This is an optimization exercise on Yosys and OpenROAD, whose aim is a short achievable clock period and few clock cycles, not a production implementation.
The RTL was checked by simulation tests, not by an equivalence proof against the original design.
Power is estimated from default activity; no workload was simulated.

==> flow/design.v <==
module ysyx_25030093(
    input                clock,
    input wire           reset,
    output               io_ifu_reqValid,
    output  [31:0]       io_ifu_addr,
    input                io_ifu_respValid,
    input   [31:0]       io_ifu_rdata,
    output               io_lsu_reqValid,
    output  [31:0]       io_lsu_addr,
    output  [1:0]        io_lsu_size,
    output               io_lsu_wen,
    output  [31:0]       io_lsu_wdata,
    output  [3:0]        io_lsu_wmask,
    input                io_lsu_respValid,
    input   [31:0]       io_lsu_rdata
);
integer i;
reg         f_req;       
reg         f_wait;      
reg         f_room;      
reg  [31:0] f_addr;      
reg  [31:0] f_pc;        
reg  [127:0] q_inst;
reg  [127:0] q_pc;
reg  [2:0]   q_cnt;
reg         e_valid;
reg  [31:0] e_pc;
reg  [31:0] e_a;         
reg  [31:0] e_x;         
reg  [31:0] e_sd;        
reg  [3:0]  e_rd;
reg         e_wr;        
reg         e_load, e_store, e_word, e_jalr, e_ecall, e_mret, e_cf, e_csr, e_csrrs;
reg         e_p_mtvec, e_p_mepc, e_p_mcause, e_p_mstatus, e_p_mvid, e_p_march;
reg  [511:0] rf;         
reg  [31:0] mtvec, mepc, mcause, mstatus, mvendorid, marchid;
reg         ls_req;
reg  [31:0] ls_addr;
reg  [1:0]  ls_size;
reg         ls_wen;
reg  [31:0] ls_wdata;
reg  [3:0]  ls_wmask;
reg         ls_busy;     
reg         ld_pend;     
reg         ld_we;       
reg  [3:0]  ld_rd;
reg         ld_lbu;
reg  [1:0]  ld_off;
wire        e_mem    = e_load | e_store;
wire        lsu_free = ~ls_busy | io_lsu_respValid;
wire        e_go     = e_valid & (~e_mem | lsu_free);
wire        e_busy   = e_valid & e_mem & ~lsu_free;    
wire [31:0] e_sum    = e_a + e_x;
wire [31:0] e_pc4    = e_pc + 32'd4;
wire        ls_inwin = (e_sum[31:12] == 20'h10000) | (e_sum[31:25] == 7'b1000000);
wire [31:0] csr_rv = ({32{e_p_mtvec}}   & mtvec)   |
                     ({32{e_p_mepc}}    & mepc)    |
                     ({32{e_p_mcause}}  & mcause)  |
                     ({32{e_p_mstatus}} & mstatus) |
                     ({32{e_p_mvid}}    & mvendorid) |
                     ({32{e_p_march}}   & marchid);
wire [31:0] csr_wv = e_csrrs ? (csr_rv | e_a) : e_a;
wire [31:0] e_result = e_jalr ? e_pc4 : (e_csr ? csr_rv : e_sum);
wire        e_fwd    = e_valid & e_wr & ~e_mem;        
wire [31:0] e_target = e_jalr ? {e_sum[31:1], 1'b0} : (e_ecall ? mtvec : mepc);
wire        cf_req   = e_valid & e_cf;
wire [7:0]  ld_byte = (ld_off == 2'd0) ? io_lsu_rdata[7:0] :
                      (ld_off == 2'd1) ? io_lsu_rdata[15:8] :
                      (ld_off == 2'd2) ? io_lsu_rdata[23:16] : io_lsu_rdata[31:24];
wire [31:0] ld_data = ld_lbu ? {24'd0, ld_byte} : io_lsu_rdata;
wire        ld_fwd  = ld_pend & ld_we & io_lsu_respValid;
wire        ld_kill = ld_pend & e_fwd & (e_rd == ld_rd);   
wire resp_cf = io_ifu_rdata[6] & ~io_ifu_rdata[12] & ~io_ifu_rdata[13];
wire seq_req = io_ifu_respValid & f_room & ~resp_cf;
assign io_ifu_reqValid = f_req | seq_req | cf_req;
assign io_ifu_addr     = cf_req ? e_target : f_addr;
wire        d_from_q = (q_cnt != 3'd0);
wire        d_valid  = d_from_q | io_ifu_respValid;
wire [31:0] d_inst   = d_from_q ? q_inst[31:0] : io_ifu_rdata;
wire [31:0] d_pc     = d_from_q ? q_pc[31:0]   : f_pc;
wire [6:0]  op    = d_inst[6:0];
wire [2:0]  f3    = d_inst[14:12];
wire [3:0]  d_rd  = d_inst[10:7];
wire [3:0]  d_rs1 = d_inst[18:15];
wire [3:0]  d_rs2 = d_inst[23:20];
wire d_load  = ~op[6] & ~op[5] & ~op[4];           
wire d_store = ~op[6] &  op[5] & ~op[4];           
wire d_addi  = ~op[6] & ~op[5] &  op[4];           
wire d_add   = ~op[6] &  op[5] &  op[4] & ~op[2];  
wire d_lui   = ~op[6] &  op[5] &  op[4] &  op[2];  
wire d_jalr  =  op[6] & ~op[4];                    
wire d_sys   =  op[6] &  op[4];                    
wire d_csr   = d_sys & (f3[0] | f3[1]);
wire d_csrrs = d_sys & f3[1];
wire d_priv  = d_sys & ~f3[0] & ~f3[1];            
wire d_ecall = d_priv & ~d_inst[28];
wire d_mret  = d_priv &  d_inst[28];
wire d_cf    = d_jalr | d_priv;
wire d_use1  = ~d_lui & ~d_priv;
wire d_use2  = d_add | d_store;
wire d_wr    = ~d_store & ~d_priv & (d_rd != 4'd0);
wire [31:0] imm_i = {{20{d_inst[31]}}, d_inst[31:20]};
wire [31:0] imm_s = {{20{d_inst[31]}}, d_inst[31:25], d_inst[11:7]};
wire [31:0] imm_u = {d_inst[31:12], 12'd0};
wire [11:0] d_csrn = d_inst[31:20];
wire p_mtvec  = (d_csrn == 12'h305);
wire p_mepc   = (d_csrn == 12'h341);
wire p_mcause = (d_csrn == 12'h342);
wire p_mvid   = (d_csrn == 12'hf11);
wire p_march  = (d_csrn == 12'hf12);
wire p_zero   = (d_csrn == 12'hb00) | (d_csrn == 12'hb80);
wire p_mstatus = ~(p_mtvec | p_mepc | p_mcause | p_mvid | p_march | p_zero);
reg [31:0] rf1, rf2;
always @(*) begin
    rf1 = 32'd0;
    rf2 = 32'd0;
    for (i = 1; i < 16; i = i + 1) begin
        if (d_rs1 == i) rf1 = rf[32*i +: 32];
        if (d_rs2 == i) rf2 = rf[32*i +: 32];
    end
end
wire [31:0] rs1v = (d_rs1 == 4'd0) ? 32'd0 :
                   (e_fwd  & (e_rd  == d_rs1)) ? e_result :
                   (ld_fwd & (ld_rd == d_rs1)) ? ld_data : rf1;
wire [31:0] rs2v = (d_rs2 == 4'd0) ? 32'd0 :
                   (e_fwd  & (e_rd  == d_rs2)) ? e_result :
                   (ld_fwd & (ld_rd == d_rs2)) ? ld_data : rf2;
wire haz_e = e_valid & e_load & e_wr &
             ((d_use1 & (d_rs1 == e_rd)) | (d_use2 & (d_rs2 == e_rd)));
wire haz_l = ld_pend & ld_we & ~io_lsu_respValid &
             ((d_use1 & (d_rs1 == ld_rd)) | (d_use2 & (d_rs2 == ld_rd)));
wire d_go = d_valid & ~e_busy & ~haz_e & ~haz_l;
wire        q_deq = d_from_q & d_go;
wire        q_enq = io_ifu_respValid & (d_from_q | ~d_go);
wire [2:0]  q_cnt_d = q_cnt - {2'd0, q_deq};
wire [2:0]  q_cnt_n = q_cnt_d + {2'd0, q_enq};
always @(posedge clock) begin
    if (reset) begin
        f_req  <= 1'b1;
        f_wait <= 1'b0;
        f_room <= 1'b1;
        f_addr <= 32'h30000000;
        q_cnt  <= 3'd0;
        e_valid <= 1'b0;
        ls_req  <= 1'b0;
        ls_busy <= 1'b0;
        ld_pend <= 1'b0;
        ld_we   <= 1'b0;
    end else begin
        if (io_ifu_reqValid) begin
            f_pc   <= io_ifu_addr;
            f_addr <= io_ifu_addr + 32'd4;
        end
        f_req  <= f_wait & (q_cnt_n != 3'd4);
        if (f_wait & (q_cnt_n != 3'd4))
            f_wait <= 1'b0;
        else if (io_ifu_respValid & ~resp_cf & ~f_room)
            f_wait <= 1'b1;
        f_room <= (q_cnt_n <= 3'd2);
        q_cnt <= q_cnt_n;
        e_valid <= d_go | e_busy;
        if (e_go & e_mem) begin
            ls_req  <= 1'b1;
            ls_busy <= 1'b1;
            ld_pend <= e_load;
            ld_we   <= e_load & e_wr;
        end else begin
            ls_req <= 1'b0;
            if (io_lsu_respValid) begin
                ls_busy <= 1'b0;
                ld_pend <= 1'b0;
            end
            if (ld_kill) ld_we <= 1'b0;
        end
    end
    for (i = 0; i < 4; i = i + 1) begin
        if (q_enq & (q_cnt_d == i)) begin
            q_inst[32*i +: 32] <= io_ifu_rdata;
            q_pc[32*i +: 32]   <= f_pc;
        end else if (q_deq & (i < 3)) begin
            q_inst[32*i +: 32] <= q_inst[32*(i+1) +: 32];
            q_pc[32*i +: 32]   <= q_pc[32*(i+1) +: 32];
        end
    end
    if (d_go) begin
        e_pc    <= d_pc;
        e_a     <= d_lui ? 32'd0 : rs1v;
        e_x     <= d_add ? rs2v : d_lui ? imm_u : d_store ? imm_s : imm_i;
        e_sd    <= rs2v;
        e_rd    <= d_rd;
        e_wr    <= d_wr;
        e_load  <= d_load;
        e_store <= d_store;
        e_word  <= f3[1];
        e_jalr  <= d_jalr;
        e_ecall <= d_ecall;
        e_mret  <= d_mret;
        e_cf    <= d_cf;
        e_csr   <= d_csr;
        e_csrrs <= d_csrrs;
        e_p_mtvec   <= p_mtvec;
        e_p_mepc    <= p_mepc;
        e_p_mcause  <= p_mcause;
        e_p_mstatus <= p_mstatus;
        e_p_mvid    <= p_mvid;
        e_p_march   <= p_march;
    end
    for (i = 1; i < 16; i = i + 1) begin
        if (e_fwd & (e_rd == i))
            rf[32*i +: 32] <= e_result;
        else if (ld_fwd & ~ld_kill & (ld_rd == i))
            rf[32*i +: 32] <= ld_data;
    end
    if (e_go & e_mem) begin
        ls_addr  <= ls_inwin ? e_sum : {e_sum[31:2], 2'b00};
        ls_size  <= e_word ? 2'b10 : 2'b00;
        ls_wen   <= e_store;
        ls_wmask <= e_word ? 4'b1111 : (4'b0001 << e_sum[1:0]);
        ls_wdata <= (~e_word & ls_inwin) ? (e_sd << {e_sum[1:0], 3'b000}) : e_sd;
        ld_rd    <= e_rd;
        ld_lbu   <= ~e_word;
        ld_off   <= e_sum[1:0];
    end
    if (reset) begin
        mepc      <= 32'd0;
        mcause    <= 32'd0;
        mstatus   <= 32'h1800;
        mvendorid <= 32'h79737978;
        marchid   <= 32'd25030093;
    end else if (e_valid & e_ecall) begin
        mepc   <= e_pc;
        mcause <= 32'd11;
    end else if (e_valid & e_csr) begin
        if (e_p_mepc)    mepc      <= csr_wv;
        if (e_p_mcause)  mcause    <= csr_wv;
        if (e_p_mstatus) mstatus   <= csr_wv;
        if (e_p_mvid)    mvendorid <= csr_wv;
        if (e_p_march)   marchid   <= csr_wv;
    end
    if (~reset & e_valid & e_csr & e_p_mtvec)
        mtvec <= csr_wv;
end
assign io_lsu_reqValid = ls_req;
assign io_lsu_addr     = ls_addr;
assign io_lsu_size     = ls_size;
assign io_lsu_wen      = ls_wen;
assign io_lsu_wdata    = ls_wdata;
assign io_lsu_wmask    = ls_wmask;
endmodule
==> flow/run.sh <==
#!/bin/bash
# synth_recipe.tcl (not shown) runs the flow's synth.tcl, then flattens the netlist and writes it again
# the make line also repeats each setting of config.mk as NAME=value (left out here)
make -C /OpenROAD-flow-scripts/flow DESIGN_CONFIG=/design/flow/config.mk WORK_HOME=/design/flow/orfs CLKGATE_MAP_FILE= SYNTH_SCRIPT=/design/flow/synth_recipe.tcl finish
==> flow/config.mk <==
export PLATFORM = sky130hd
export DESIGN_NAME = ysyx_25030093
export DESIGN_NICKNAME = ysyx_25030093
export VERILOG_FILES = /design/flow/design.v
export SDC_FILE = /design/flow/constraint.sdc
export NUM_CORES = 4
export LEC_CHECK = 0
export CAP_MARGIN = 20
export CORE_MARGIN = 2
export CORE_UTILIZATION = 40
export SLEW_MARGIN = 20
==> flow/constraint.sdc <==
create_clock -name core_clock -period 9.0 [get_ports {clock}]
set_input_delay 1.8000 -clock core_clock [delete_from_list [all_inputs] [get_ports {clock}]]
set_output_delay 1.8000 -clock core_clock [all_outputs]
set_load 0.01 [all_outputs]
==> results.toml <==
[final_layout]
top_regs = "rf x480, q_pc x128, q_inst x116"
largest-register = "rf"
layout.nets = 6423
largest_reg_flops = 480
drive_gt1_share_pct = 9.61
area_delta_synth_final_pct = 14.7

[power_and_ir_drop]
p_sw_w = 0.0167
powerDensity_nw_per_um2 = 463
pwr-share-clk_pct = 17.3
p_comb_share_pct = 54.6
leakage_nw = 25.5
total_power_w = 0.0334
sw_frac_of_total_pct = 50.0
p_int_w = 0.0167
peakVddDrop_mv = 0.310
p_seq_share_pct = 28.0

[die]
ios = 173
start_util_pct = 40.3
die_y_um = 400
die_w_um = 400
fp-row-count = 145
core-area_um2 = 156000
dieArea_um2 = 160000

[place]
routabilityCongestion = 1.03
hpwlAfterDp_um = 177000
io_buffers = 168

[global_route]
grt_util_all_layers_pct = 33.0
grt_pass1_wl_um = 382000
grt_max_degree = 77
grt_pass1_vias = 51700
grt_antenna_before_repair = 14
grt_overflow = 0

[synthesis]
syn-num-nets = 6398
synth-seq-cells = 1215
synth_cell_types = 97
ys_warn_count = 3
syn_area_um2 = 62800
synthArstFlopShare_pct = 0
yosysSeqAreaShare_pct = 54.8
synth_top_flop_cell = "edfxtp_1"
syn_avg_cell_area_um2 = 9.98
synth_edf_count = 1012
syn_inst = 6292

[worst_setup_path]
critPathSlowestCell = "nand2_4"
crit_type = "input pin to flip-flop"
startpoint_type = "input pin"
critPathCaptureType = "flip-flop"
cp_cell_sequence = "clkdlybuf4s50_1 > nor4b_1 > or2_1 > buf_4 > xnor2_1 > nand4_1 > o32a_1 > o221ai_1 > nand2b_1 > clkinvlp_4 > nand2_1 > inv_1 > ha_1 > ha_1 > xnor2_1 > nand4_4 > nand2_4"
critPathMaxFanout = 61
cp.arrival_ns = 8.02
cpPeakStageDelay_ns = 1.03
cp.required_ns = 9.41

[clock_network]
path_clk_slew_ns = 0.06
cts_setup_buffers = 0
cts_root_buf = "clkbuf_16"
cts_tree = "yes"
cts_htree_levels = 4
cts_sinks = 1215
cts_resized = 0
cts_hold_buf = 0
clkLatencyLatePin_ns = 0.84
clockBufferDepth = 3
cts_buffers = 138

[timing]
slew_headroom_pct = 11.8
rsz0062_at_grt = "false"
fin_crit_ns = 7.61
whs_ns = 0.446
max_freq_ghz = 0.131
finalCritPeriodShare_pct = 84.5
finalSetupViolations = 0
hold_violations = 0
drv_slew = 0
fin_worst_skew_ns = 0.0675
worst_pin_slew_ns = 1.32

[route]
routed_wl_um = 274000
detail-route-antenna-nets = 0
via_per_inst = 6.57
num_vias = 55800
drtIter0Drc = 10300
routedWlPerCell_um = 32.2
dr.pass1.iters = 10
remaining_drc_errors = 0

[run_status]
status = "timing/DRC/antenna clean"

[run]
maxCapViolCount = 0

[min_path]
holdCritPathClass = "flip-flop to flip-flop"
-- cell usage after synthesis, types with 91 or more instances --
cell | count | area [µm²]
a211oi_1 | 132 | 991
a21oi_1 | 469 | 2350
a22oi_1 | 214 | 1610
clkbuf_1 | 458 | 1720
dfxtp_1 | 203 | 4060
edfxtp_1 | 1012 | 30400
mux2_1 | 179 | 2020
mux2i_1 | 91 | 911
nand2_1 | 1054 | 3960
nand3_1 | 143 | 716
nor2_1 | 446 | 1670
o21ai_0 | 607 | 3040
-- through the flow --
| step | instances | utilization (%) | cell area (µm²) | setup WS, ns | TNS [ns] |
|---|---|---|---|---|---|
| after floorplan | 6292 | - | 62800 | -0.0346 | -6.33 |
| after global placement | 8233 | 43.2 | 67400 | 0.631 | 0 |
| after detailed placement | 8234 | 43.2 | 67400 | 0.519 | 0 |
| after CTS | 8485 | 46.1 | 72000 | 1.33 | 0 |
| after global routing | 8488 | 46.2 | 72000 | 1.03 | 0 |
| final | 8495 | 46.2 | 72000 | 1.39 | 0 |
-- cell families (layout without fill, tap and decap cells) --
kind of cell / Yosys count / in the layout / share of synthesized area [%]
compound gates: 2031 / 2031 / 20.3
simple gates: 1979 / 1979 / 13.7
flops: 1215 / 1215 / 54.8
buf+inv: 641 / 777 / 3.95
mux: 302 / 302 / 5.27
xor+xnor: 85 / 85 / 1.19
fa+ha+maj: 38 / 38 / 0.769
other cells: 1 / 10 / 0.00597
-- placed cells by master (no fill, tap or decap), types with 77 or more instances in the layout --
master | synthesis | final
nand2_1 | 1054 | 1033
edfxtp_1 | 1012 | 1012
o21ai_0 | 607 | 592
a21oi_1 | 469 | 468
nor2_1 | 446 | 432
buf_4 | 2 | 266
a22oi_1 | 214 | 214
dfxtp_1 | 203 | 203
mux2_1 | 179 | 179
clkdlybuf4s50_1 | 0 | 167
clkbuf_16 | 0 | 141
nand3_1 | 143 | 139
a211oi_1 | 132 | 129
mux2i_1 | 91 | 89
o211ai_1 | 84 | 84
inv_1 | 85 | 83
o21ai_1 | 77 | 77
-- cell type report --
cell class / instances / area [µm²]
Multi-Input combinational cell: 4436 / 26300
Antenna cell: 9 / 22.5
Sequential cell: 1215 / 34500
Clock buffer: 176 / 3690
Fill cell: 14500 / 84000
Timing Repair Buffer: 437 / 3740
Tap cell: 2058 / 2570
Clock inverter: 75 / 876
Inverter: 89 / 340
-- final timing paths --
check | startpoint | to | slack, ns | cells after the start
min reg2reg | f_addr[13] | f_addr[13] | 0.45 | 2
max reg2reg | q_cnt[0] | q_inst[77] | 2.20 | 16
min | f_addr[13] | f_addr[13] | 0.45 | 2
max | io_ifu_rdata[23] | q_inst[77] | 1.39 | 17
-- power by group through the flow --
stage,Combinational (W),Sequential (W),Clock [W]
finish,0.0182,0.00935,0.00578
detailed placement,0.0170,0.00944,0
global route,0.0185,0.00945,0.00601
CTS,0.0171,0.00934,0.00580
floorplan,0.00920,0.00901,0
global placement,0.0169,0.00941,0
-- per-layer routing --
metal | share of wire [%] | track usage, % | vias to the layer above | routed length [µm]
met1 | 35 | 40.2 | 26500 | 95200
met5 | 0.065 | 0.363 | - | 177
met3 | 14 | 10.8 | 1217 | 38000
li1 | - | - | 23500 | -
met4 | 8.5 | 23.0 | 16 | 23400
met2 | 43 | 49.4 | 4642 | 117000
-- worst max-delay path, delay by kind of cell --
kind	cells	cell delay, ns
AOI/OAI and AO/OA	2	0.53
xor gates and xnor gates	2	0.85
adders and majority gates	2	0.40
buffers and inverters	4	1.20
and+or+nand+nor	7	3.18
Testbench counts, summed over its fixed seeds: cycles 49,560.

[separate check: timing with driven ports]
In the flow no input, the clock included, has a driving cell. The finished layout below was timed again as built, in two steps. Step 1, drivers: a clkbuf_16 drives clock and a buf_2 each remaining input, both assumed. Step 2 also shifts input and output timing later by t, the mid clock arrival at the registers, as if the neighbouring blocks saw the same clock. Slacks: ideal ports / drivers / drivers and shift; pairs: ideal ports / drivers.
shift t [ns]: 0.912
setup slack, ns: 1.394 / 1.465 / 0.561
latest minus earliest clock arrival (ns): 0.068 / 0.068
After both steps this run still meets setup and hold. For this run, drivers alone change the setup slack by +0.071 ns; drivers and shift together by -0.833 ns.
